This design comes from an exercise in tuning for small area and a short achievable clock period on the open sky130 flow, not from production work. RTL that was checked went through simulation tests only; none was proved equivalent to the original. Power and IR drop assume default switching activity.

// uart_core
module uart_core (
   uart_tx, uart_if, rx_rts, prdata,
   uart_rx, uart_cts, pwrite, pwdata, psel, prst_n, penable, pclk,
   paddr
   );
  output        uart_tx;
  output        uart_if;
  output        rx_rts;
  output [31:0] prdata;
  input         uart_rx;
  input         uart_cts;
  input         pwrite;
  input  [31:0] pwdata;
  input         psel;
  input         prst_n;
  input         penable;
  input         pclk;
  input  [31:0] paddr;
  wire setup = psel & ~penable;
  reg  con_we, se_we, br_we, dt_we, ie_we, rxff_rd;
  always @(posedge pclk or negedge prst_n)
    if (!prst_n) begin
      con_we  <= 1'b0;
      se_we   <= 1'b0;
      br_we   <= 1'b0;
      dt_we   <= 1'b0;
      ie_we   <= 1'b0;
      rxff_rd <= 1'b0;
    end else begin
      con_we  <= setup &  pwrite & (paddr[6:0] == 7'h00);
      se_we   <= setup &  pwrite & (paddr[6:0] == 7'h04);
      br_we   <= setup &  pwrite & (paddr[6:0] == 7'h08);
      dt_we   <= setup &  pwrite & (paddr[6:0] == 7'h0C);
      ie_we   <= setup &  pwrite & (paddr[6:0] == 7'h10);
      rxff_rd <= setup & ~pwrite & (paddr[4:0] == 5'h0C);
    end
  wire ctx = con_we & pwdata[5];
  wire crx = con_we & pwdata[6];
  reg [6:0] con;
  reg [2:0] se;
  reg [7:0] brg;
  reg [4:0] ie;
  wire en   = se[0];
  wire d9   = se[1];
  wire bsel = se[2];
  wire af   = con[0] & en;
  always @(posedge pclk or negedge prst_n)
    if (!prst_n) begin
      con <= 7'd0;
      se  <= 3'd0;
      brg <= 8'd0;
      ie  <= 5'd0;
    end else begin
      if (con_we)      con <= pwdata[6:0];
      if (se_we)       se  <= pwdata[2:0];
      if (br_we & ~en) brg <= pwdata[7:0];
      if (ie_we)       ie  <= pwdata[4:0];
    end
  reg [7:0] rxc, txc;
  reg       rx_tick, tx_tick;
  wire [7:0] rxc_n   = (~en | rx_tick) ? 8'd0 : rxc + 8'd1;
  wire [7:0] txc_n   = (~en | tx_tick) ? 8'd0 : (rx_tick ? txc + 8'd1 : txc);
  wire       brg_ld  = br_we & ~en;
  ...
Size: roughly 430 flip-flops, roughly 110 I/O pins, roughly 0.019 mm2 of cells after synthesis.
==> flow/config.mk <==
export PLATFORM = sky130hd
export DESIGN_NAME = uart_core
export DESIGN_NICKNAME = uart_core
export VERILOG_FILES = /design/flow/design.v
export SDC_FILE = /design/flow/constraint.sdc
export NUM_CORES = 4
export LEC_CHECK = 0
export CAP_MARGIN = 20
export CORE_MARGIN = 2
export CORE_UTILIZATION = 60
export CTS_BUF_LIST = sky130_fd_sc_hd__clkbuf_16
export CTS_CLUSTER_DIAMETER = 70
export CTS_CLUSTER_SIZE = 25
export SETUP_SLACK_MARGIN = 2.9
export SLEW_MARGIN = 20
==> flow/constraint.sdc <==
create_clock -name core_clock -period 5.0 [get_ports {pclk}]
set_input_delay 1.0000 -clock core_clock [delete_from_list [all_inputs] [get_ports {pclk}]]
set_output_delay 1.0000 -clock core_clock [all_outputs]
set_load 0.01 [all_outputs]
standard.sh (not shown) runs the stock make flow with config.mk's settings and CLKGATE_MAP_FILE= SYNTH_SCRIPT=/design/flow/synth_recipe.tcl, a recipe that flattens the netlist after the stock synthesis.
==> flow/flow/run.sh <==
#!/bin/bash
# Standard layout, with the clock tree built without dummy load cells.
# Everything else is the standard flow (standard.sh).
set -o pipefail
cp standard.sh std_copy.sh.txt 2>/dev/null
export CTS_ARGS="-sink_clustering_enable -repair_clock_nets -sink_clustering_size 25 -sink_clustering_max_diameter 70 -buf_list sky130_fd_sc_hd__clkbuf_16 -dont_use_dummy_load"
bash standard.sh finish > standard.log 2>&1
The first run produced a clean layout.
Rerun with:
--- a/flow/design.v
+++ b/flow/design.v
@@ -265,36 +265,31 @@
       2'd1: thr = d[5] | (|d[4:2]);
       2'd2: thr = d[5] | (|d[4:3]);
       2'd3: thr = d[5] | d[4];
     endcase
   endfunction
   wire [5:0] rd1t   = rr31 ? {1'b0, rwu} : rd1;
   wire       rts_0  = af & (r_pop ? thr(con[4:3], rd1t) : thr(con[4:3], rd0));
   wire       rts_se = con[0] & pwdata[0] & thr(con[4:3], rd0);
   wire       rts_cn = pwdata[0] & en & ~pwdata[6] & thr(pwdata[4:3], rd0);
   wire       rts_n  = se_we ? rts_se : (con_we ? rts_cn : rts_0);
   wire       busy_n = tst_n | rst_n[1] | rst_n[0];
-  wire [9:0] hd_i   = (mem_wr & wdec[0]) ? fifo_in : rq[0];
-  wire       rxne_i = |rd[4:0];
-  wire       rxf_i  = (rd[4:0] == 5'd16);
-  wire       txne_i = t_pop ? (te != 5'd1)  : (te != 5'd0);
-  wire       txnf_i = t_pop ? (te != 5'd17) : (te != 5'd16);
   reg  [7:0] prd_nx;
   always @(*)
     case (paddr[7:0])
       8'h00:   prd_nx = {1'b0, con};
-      8'h04:   prd_nx = {busy_n, rxne_i, txnf_i, 2'b0, se};
+      8'h04:   prd_nx = {busy_n, rxne_n, txnf_n, 2'b0, se};
       8'h08:   prd_nx = brg;
-      8'h0c:   prd_nx = hd_i[9:2];
+      8'h0c:   prd_nx = hd_n[9:2];
       8'h10:   prd_nx = {3'b0, ie};
-      8'h14:   prd_nx = {3'b0, rxne_i & hd_i[0], rxne_i & hd_i[1], 1'b0, rxf_i, txne_i};
+      8'h14:   prd_nx = {3'b0, rxne_n & hd_n[0], rxne_n & hd_n[1], 1'b0, rxf_n, txne_n};
       default: prd_nx = 8'd0;
     endcase
   reg [7:0] prd;
   reg       if_q, rts_q;
   always @(posedge pclk)
     prd <= prd_nx;
   always @(posedge pclk or negedge prst_n)
     if (!prst_n) begin
       if_q  <= 1'b0;
       rts_q <= 1'b0;
     end else begin
Routed wire length shrinks by 1.9%.
Total power grows by 1.1%.
Setup slack gains 0.028 ns.
Via count shrinks by 4.0%.
Global-route usage shrinks by 0.67 points.
Critical path depth grows by 4.
Non-clock buffer count shrinks by 7.
First-iteration DRC count shrinks by 21%.
For the first run of this note, only the layout was checked, not whether the RTL still works.

* * *

The RTL this note starts from:
==> flow/design.v <==
`timescale 1ns/1ps
 `timescale 1ns/1ps
module uart_core (
   uart_tx, uart_if, rx_rts, prdata,
   uart_rx, uart_cts, pwrite, pwdata, psel, prst_n, penable, pclk,
   paddr
   );
  output        uart_tx;
  output        uart_if;
  output        rx_rts;
  output [31:0] prdata;
  input         uart_rx;
  input         uart_cts;
  input         pwrite;
  input  [31:0] pwdata;
  input         psel;
  input         prst_n;
  input         penable;
  input         pclk;
  input  [31:0] paddr;
  wire setup = psel & ~penable;
  reg  con_we, se_we, br_we, dt_we, ie_we, rxff_rd;
  always @(posedge pclk or negedge prst_n)
    if (!prst_n) begin
      con_we  <= 1'b0;
      se_we   <= 1'b0;
      br_we   <= 1'b0;
      dt_we   <= 1'b0;
      ie_we   <= 1'b0;
      rxff_rd <= 1'b0;
    end else begin
      con_we  <= setup &  pwrite & (paddr[6:0] == 7'h00);
      se_we   <= setup &  pwrite & (paddr[6:0] == 7'h04);
      br_we   <= setup &  pwrite & (paddr[6:0] == 7'h08);
      dt_we   <= setup &  pwrite & (paddr[6:0] == 7'h0C);
      ie_we   <= setup &  pwrite & (paddr[6:0] == 7'h10);
      rxff_rd <= setup & ~pwrite & (paddr[4:0] == 5'h0C);
    end
  wire ctx = con_we & pwdata[5];
  wire crx = con_we & pwdata[6];
  reg [6:0] con;
  reg [2:0] se;
  reg [7:0] brg;
  reg [4:0] ie;
  wire en   = se[0];
  wire d9   = se[1];
  wire bsel = se[2];
  wire af   = con[0] & en;
  always @(posedge pclk or negedge prst_n)
    if (!prst_n) begin
      con <= 7'd0;
      se  <= 3'd0;
      brg <= 8'd0;
      ie  <= 5'd0;
    end else begin
      if (con_we)      con <= pwdata[6:0];
      if (se_we)       se  <= pwdata[2:0];
      if (br_we & ~en) brg <= pwdata[7:0];
      if (ie_we)       ie  <= pwdata[4:0];
    end
  reg [7:0] rxc, txc;
  reg       rx_tick, tx_tick;
  wire [7:0] rxc_n   = (~en | rx_tick) ? 8'd0 : rxc + 8'd1;
  wire [7:0] txc_n   = (~en | tx_tick) ? 8'd0 : (rx_tick ? txc + 8'd1 : txc);
  wire       brg_ld  = br_we & ~en;
  wire       rxtk_n  = (~en | rx_tick) ? (brg_ld ? (pwdata[7:0] == 8'd0) : (brg == 8'd0))
                                       : (rxc + 8'd1 == brg);
  wire       bsel_n  = se_we ? pwdata[2] : bsel;
  wire       txtk_n  = (txc_n == (bsel_n ? 8'd7 : 8'd15)) & rxtk_n;
  always @(posedge pclk or negedge prst_n)
    if (!prst_n) begin
      rxc     <= 8'd0;
      txc     <= 8'd0;
      rx_tick <= 1'b1;
      tx_tick <= 1'b0;
    end else begin
      rxc     <= rxc_n;
      txc     <= txc_n;
      rx_tick <= rxtk_n;
      tx_tick <= txtk_n;
    end
  reg [4:0] tw, tr;
  reg [7:0] tmem [0:15];
  reg [3:0] sbc;
  reg       txne, txnf;
  reg [4:0] te;
  wire t_push = dt_we & txnf;
  reg  tx_complete;                    
  wire d9_n = se_we ? pwdata[1] : d9;
  wire t_pop  = txne & tx_complete;
  wire [4:0] tr_n = t_pop ? tr + 5'd1 : tr;
  wire [4:0] tw_u = t_push ? tw + 5'd1 : tw;
  wire [4:0] tw_n = ctx ? tr : tw_u;
  wire tinc   = t_push & ~t_pop;
  wire tdec   = t_pop & ~t_push;
  wire txne_u = tinc ? (te != 5'd31) : (tdec ? (te != 5'd1)  : (te != 5'd0));
  wire txnf_u = tinc ? (te != 5'd15) : (tdec ? (te != 5'd17) : (te != 5'd16));
  wire [4:0] te_u = tinc ? te + 5'd1 : (tdec ? te - 5'd1 : te);
  wire txne_n = ctx ? t_pop : txne_u;
  wire txnf_n = ctx | txnf_u;
  always @(posedge pclk or negedge prst_n)
    if (!prst_n) begin
      tw   <= 5'd0;
      tr   <= 5'd0;
      txne <= 1'b0;
      txnf <= 1'b1;
      te   <= 5'd0;
    end else begin
      tw   <= tw_n;
      tr   <= tr_n;
      txne <= txne_n;
      txnf <= txnf_n;
      te   <= ctx ? {5{t_pop}} : te_u;
    end
  always @(posedge pclk)
    if (t_push) tmem[tw[3:0]] <= pwdata[7:0];
  reg [9:0] tsr;
  reg       tst;
  reg       tpar;
  reg       ntx;                       
  wire [7:0] tdata  = tmem[tr[3:0]];
  wire       tx_en  = en & txne;
  wire       fsm_en = ~(af & uart_cts) & tx_en & tx_tick;
  wire       tsh    = tx_tick & tst;
  wire       tst_n  = tst ? (tx_en & ~tx_complete) : fsm_en;
  wire       tload  = fsm_en & ~tsh;
  wire [3:0] sbc_n  = tx_complete ? 4'd0 : (tsh ? sbc + 4'd1 : sbc);
  always @(posedge pclk or negedge prst_n)
    if (!prst_n) begin
      tsr  <= 10'h3ff;
      sbc  <= 4'd0;
      tx_complete <= 1'b0;
      tst  <= 1'b0;
      tpar <= 1'b0;
      ntx  <= 1'b0;
    end else begin
      if (tsh)         tsr <= {1'b1, tsr[9:1]};
      else if (tload)  tsr <= {1'b1, tdata, 1'b0};
      else if (tpar)   tsr[9] <= ^tsr[8:1];
      tpar <= tload & d9;
      if (tsh)         ntx <= ~tsr[1];
      else if (tload)  ntx <= 1'b1;
      sbc  <= sbc_n;
      tx_complete <= (sbc_n == (d9_n ? 4'd10 : 4'd9));
      tst <= tst_n;
    end
  assign uart_tx = ~ntx;
  reg       rx1, rxs, rx2;
  reg [1:0] rst;
  reg [3:0] samp, bitc;
  reg [9:0] rsr;
  reg       we1, we2, we3;
  wire start_en    = ~rxs & rx2;
  wire rbusy       = rst[1] | rst[0];
  wire samp_pt     = ~bsel ? (samp == 4'd7) : (samp[2:0] == 3'd3);
  wire rsh         = samp_pt & rx_tick;
  reg  rx_complete;                    
  wire [3:0] bitc_n = rx_complete ? 4'd0 : ((rst[1] & rsh) ? bitc + 4'd1 : bitc);
  reg [1:0] rst_nx;
  always @(*)
    case (rst)
      2'd0:    rst_nx = start_en ? 2'd1 : 2'd0;
      2'd1:    rst_nx = rxs ? 2'd0 : (rsh ? 2'd2 : 2'd1);
      2'd2:    rst_nx = rx_complete ? 2'd0 : 2'd2;
      default: rst_nx = 2'd3;
    endcase
  wire [1:0] rst_n = en ? rst_nx : 2'd0;
  always @(posedge pclk or negedge prst_n)
    if (!prst_n) begin
      rx1  <= 1'b0;
      rxs  <= 1'b0;
      rx2  <= 1'b0;
      rst  <= 2'd0;
      samp <= 4'd0;
      bitc <= 4'd0;
      rx_complete <= 1'b0;
    end else begin
      rx1 <= uart_rx;
      rxs <= rx1;
      rx2 <= rxs;
      rst <= rst_n;
      if (~rbusy)       samp <= 4'd0;
      else if (rx_tick) samp <= samp + 4'd1;
      bitc <= bitc_n;
      rx_complete <= (bitc_n == (d9_n ? 4'd10 : 4'd9));
    end
  always @(posedge pclk)
    if (rsh) rsr <= {rxs, rsr[9:1]};
  reg [4:0] rwu, rr;
  reg [3:0] wo;                        
  reg       rxne, rxf;
  reg [9:0] rq [0:15];
  wire dt_wr  = ~rxf & rx_complete;
  wire mem_wr = dt_wr | we1;
  wire pe     = ^rsr[8:0];
  wire fe     = ~rsr[9];
  wire [9:0] fifo_in = d9 ? {rsr[7:0], pe, fe} : {rsr[8:1], 1'b0, fe};
  wire r_pop  = rxne & rxff_rd;
  wire [4:0] rr_n = r_pop ? rr + 5'd1 : rr;
  function [5:0] inc6;
    input [5:0] x;
    integer i;
    for (i = 0; i < 6; i = i + 1) inc6[i] = x[i] ^ (&(x | ~((6'd1 << i) - 6'd1)));
  endfunction
  function [5:0] dec6;
    input [5:0] x;
    integer i;
    for (i = 0; i < 6; i = i + 1) dec6[i] = x[i] ^ ~(|(x & ((6'd1 << i) - 6'd1)));
  endfunction
  reg  [5:0] rd;
  wire [5:0] rd0  = rd;
  wire [5:0] rd1  = dec6(rd);
  wire [5:0] rdn  = r_pop ? rd1 : rd0;
  wire rxne_u = r_pop ? (rd[4:0] != 5'd1)  : (rd[4:0] != 5'd0);
  wire rxf_u  = r_pop ? (rd[4:0] == 5'd17) : (rd[4:0] == 5'd16);
  wire rr31   = &rr;
  wire rwu31  = &rwu;
  wire [5:0] rd_s = (we2 & ~r_pop) ? inc6(rd) : ((r_pop & ~we2) ? rd1 : rd);
  wire [5:0] rd_u = rd_s ^ {(we2 & rwu31) ^ (r_pop & rr31), 5'd0};
  wire [5:0] rd_c = we2 ? (rr31 ? 6'd33 : 6'd1) : 6'd0;
  wire rxne_n = crx ? r_pop : rxne_u;
  wire rxf_n  = ~crx & rxf_u;
  wire [4:0] rw_n = crx ? rr : rwu;
  always @(posedge pclk or negedge prst_n)
    if (!prst_n) begin
      we1  <= 1'b0;
      we2  <= 1'b0;
      we3  <= 1'b0;
      rwu  <= 5'd0;
      rr   <= 5'd0;
      rd   <= 6'd0;
      rxne <= 1'b0;
      rxf  <= 1'b0;
      wo   <= 4'd0;
    end else begin
      we1  <= dt_wr;
      we2  <= we1;
      we3  <= we2;
      rwu  <= rw_n + {4'd0, we2};
      rr   <= rr_n;
      rd   <= crx ? rd_c : rd_u;
      rxne <= rxne_n;
      rxf  <= rxf_n;
      wo   <= crx ? 4'd0 : rdn[3:0];
    end
  wire [15:0] wdec = 16'd1 << wo;
  reg  [9:0] rq_n [0:15];
  integer k;
  always @(*)
    for (k = 0; k < 16; k = k + 1)
      rq_n[k] = (mem_wr & (r_pop ? wdec[(k + 1) % 16] : wdec[k])) ? fifo_in
                : (r_pop ? rq[(k + 1) % 16] : rq[k]);
  always @(posedge pclk)
    for (k = 0; k < 16; k = k + 1)
      rq[k] <= rq_n[k];
  wire [9:0] hd_n  = rq_n[0];
  wire       fe_n  = rxne_u & hd_n[0];
  wire       pe_n  = rxne_u & hd_n[1];
  wire       if_0  = (ie[4] & fe_n) | (ie[3] & pe_n) | (ie[1] & rxf_u) | (ie[0] & txne_u);
  wire       if_ie = (pwdata[4] & fe_n) | (pwdata[3] & pe_n) | (pwdata[1] & rxf_u) | (pwdata[0] & txne_u);
  wire       if_cn = (~pwdata[6] & ((ie[4] & fe_n) | (ie[3] & pe_n) | (ie[1] & rxf_u))) |
                     (ie[0] & (pwdata[5] ? t_pop : txne_u));
  wire       if_n  = ie_we ? if_ie : (con_we ? if_cn : if_0);
  function thr;
    input [1:0] t;
    input [5:0] d;
    case (t)
      2'd0: thr = d[5] | (|d[4:1]);
      2'd1: thr = d[5] | (|d[4:2]);
      2'd2: thr = d[5] | (|d[4:3]);
      2'd3: thr = d[5] | d[4];
    endcase
  endfunction
  wire [5:0] rd1t   = rr31 ? {1'b0, rwu} : rd1;
  wire       rts_0  = af & (r_pop ? thr(con[4:3], rd1t) : thr(con[4:3], rd0));
  wire       rts_se = con[0] & pwdata[0] & thr(con[4:3], rd0);
  wire       rts_cn = pwdata[0] & en & ~pwdata[6] & thr(pwdata[4:3], rd0);
  wire       rts_n  = se_we ? rts_se : (con_we ? rts_cn : rts_0);
  wire       busy_n = tst_n | rst_n[1] | rst_n[0];
  reg  [7:0] prd_nx;
  always @(*)
    case (paddr[7:0])
      8'h00:   prd_nx = {1'b0, con};
      8'h04:   prd_nx = {busy_n, rxne_n, txnf_n, 2'b0, se};
      8'h08:   prd_nx = brg;
      8'h0c:   prd_nx = hd_n[9:2];
      8'h10:   prd_nx = {3'b0, ie};
      8'h14:   prd_nx = {3'b0, rxne_n & hd_n[0], rxne_n & hd_n[1], 1'b0, rxf_n, txne_n};
      default: prd_nx = 8'd0;
    endcase
  reg [7:0] prd;
  reg       if_q, rts_q;
  always @(posedge pclk)
    prd <= prd_nx;
  always @(posedge pclk or negedge prst_n)
    if (!prst_n) begin
      if_q  <= 1'b0;
      rts_q <= 1'b0;
    end else begin
      if_q  <= if_n;
      rts_q <= rts_n;
    end
  assign prdata  = {24'd0, prd};
  assign uart_if = if_q;
  assign rx_rts  = rts_q;
endmodule
clock: 5.0 ns
lec_check: 0
cap_margin: 20
core_margin: 2
core_utilization: 60
cts_buf_list: sky130_fd_sc_hd__clkbuf_16
cts_cluster_diameter: 70
cts_cluster_size: 25
setup_slack_margin: 2.9
slew_margin: 20
run.sh (not shown) runs the stock make flow with config.mk's settings and CLKGATE_MAP_FILE= SYNTH_SCRIPT=/design/flow/synth_recipe.tcl, a recipe that flattens the netlist after the stock synthesis.
Stock flow here: none of the scripts above is used.
The starting point completed with no timing, DRC or antenna violations.
Rerun with:
--- a/flow/design.v
+++ b/flow/design.v
@@ -64,24 +64,18 @@
   wire [7:0] txc_n   = (~en | tx_tick) ? 8'd0 : (rx_tick ? txc + 8'd1 : txc);
   wire       brg_ld  = br_we & ~en;
   wire       rxtk_n  = (~en | rx_tick) ? (brg_ld ? (pwdata[7:0] == 8'd0) : (brg == 8'd0))
                                        : (rxc + 8'd1 == brg);
   wire       bsel_n  = se_we ? pwdata[2] : bsel;
   wire       txtk_n  = (txc_n == (bsel_n ? 8'd7 : 8'd15)) & rxtk_n;
-  always @(posedge pclk or negedge prst_n)
-    if (!prst_n) begin
-      rxc     <= 8'd0;
-      txc     <= 8'd0;
-      rx_tick <= 1'b1;
-      tx_tick <= 1'b0;
-    end else begin
-      rxc     <= rxc_n;
-      txc     <= txc_n;
-      rx_tick <= rxtk_n;
-      tx_tick <= txtk_n;
-    end
+  always @(posedge pclk) begin
+    rxc     <= rxc_n;
+    txc     <= txc_n;
+    rx_tick <= rxtk_n;
+    tx_tick <= txtk_n;
+  end
   reg [4:0] tw, tr;
   reg [7:0] tmem [0:15];
   reg [3:0] sbc;
   reg       txne, txnf;
   reg [4:0] te;
   wire t_push = dt_we & txnf;
@@ -124,29 +118,29 @@
   wire       tsh    = tx_tick & tst;
   wire       tst_n  = tst ? (tx_en & ~tx_complete) : fsm_en;
   wire       tload  = fsm_en & ~tsh;
   wire [3:0] sbc_n  = tx_complete ? 4'd0 : (tsh ? sbc + 4'd1 : sbc);
   always @(posedge pclk or negedge prst_n)
     if (!prst_n) begin
-      tsr  <= 10'h3ff;
       sbc  <= 4'd0;
       tx_complete <= 1'b0;
       tst  <= 1'b0;
-      tpar <= 1'b0;
       ntx  <= 1'b0;
     end else begin
-      if (tsh)         tsr <= {1'b1, tsr[9:1]};
-      else if (tload)  tsr <= {1'b1, tdata, 1'b0};
-      else if (tpar)   tsr[9] <= ^tsr[8:1];
-      tpar <= tload & d9;
       if (tsh)         ntx <= ~tsr[1];
       else if (tload)  ntx <= 1'b1;
       sbc  <= sbc_n;
       tx_complete <= (sbc_n == (d9_n ? 4'd10 : 4'd9));
       tst <= tst_n;
     end
+  always @(posedge pclk) begin
+    if (tsh)         tsr <= {1'b1, tsr[9:1]};
+    else if (tload)  tsr <= {1'b1, tdata, 1'b0};
+    else if (tpar)   tsr[9] <= ^tsr[8:1];
+    tpar <= tload & d9;
+  end
   assign uart_tx = ~ntx;
   reg       rx1, rxs, rx2;
   reg [1:0] rst;
   reg [3:0] samp, bitc;
   reg [9:0] rsr;
   reg       we1, we2, we3;
Outcome:
- first-iteration DRC count goes up by 32%
- total power goes down by 4.3%
- die area is about the same
- via count goes down by 1.7%
- cell area goes down by 0.90%
- non-clock buffer count goes down by 10
- clock skew hardly moves
- utilization goes down by 0.62 points
The RTL of the second run of this note was laid out without a check of its function.

-- separate check: timing with driven ports --
How much do the figures lean on ideal ports? The routed layouts below were timed once more, with nothing changed but the port constraints. Step 1 (the two cells are an assumption about what drives the block):
set clk [get_ports {pclk}]
set_driving_cell -lib_cell sky130_fd_sc_hd__clkbuf_16 $clk
set_driving_cell -lib_cell sky130_fd_sc_hd__buf_2 [delete_from_list [all_inputs] $clk]
Step 2, shift: input delay + t, output delay - t, t = (earliest + latest rising clock arrival at the registers) / 2. This alone moves slack from input paths to output paths. Slacks: ideal ports / drivers / drivers and shift; pairs: ideal ports / drivers.
run	t (ns)	setup WS [ns]	worst setup path after step 2	worst slew at a driven data input, ns
the first run of note 1	0.587	2.874 / 2.849 / 2.360	input to register	0.03
the second run of note 1	0.599	2.902 / 2.873 / 2.360	input to register	0.03
the first run of note 2	0.611	2.854 / 2.829 / 2.299	input to register	0.04
the second run of note 2	0.615	2.724 / 2.724 / 2.323	input to register	0.05
After both steps every run listed still meets setup and hold. For the first run of note 2, which loses most, drivers alone change the setup slack by -0.025 ns; drivers and shift together by -0.555 ns.
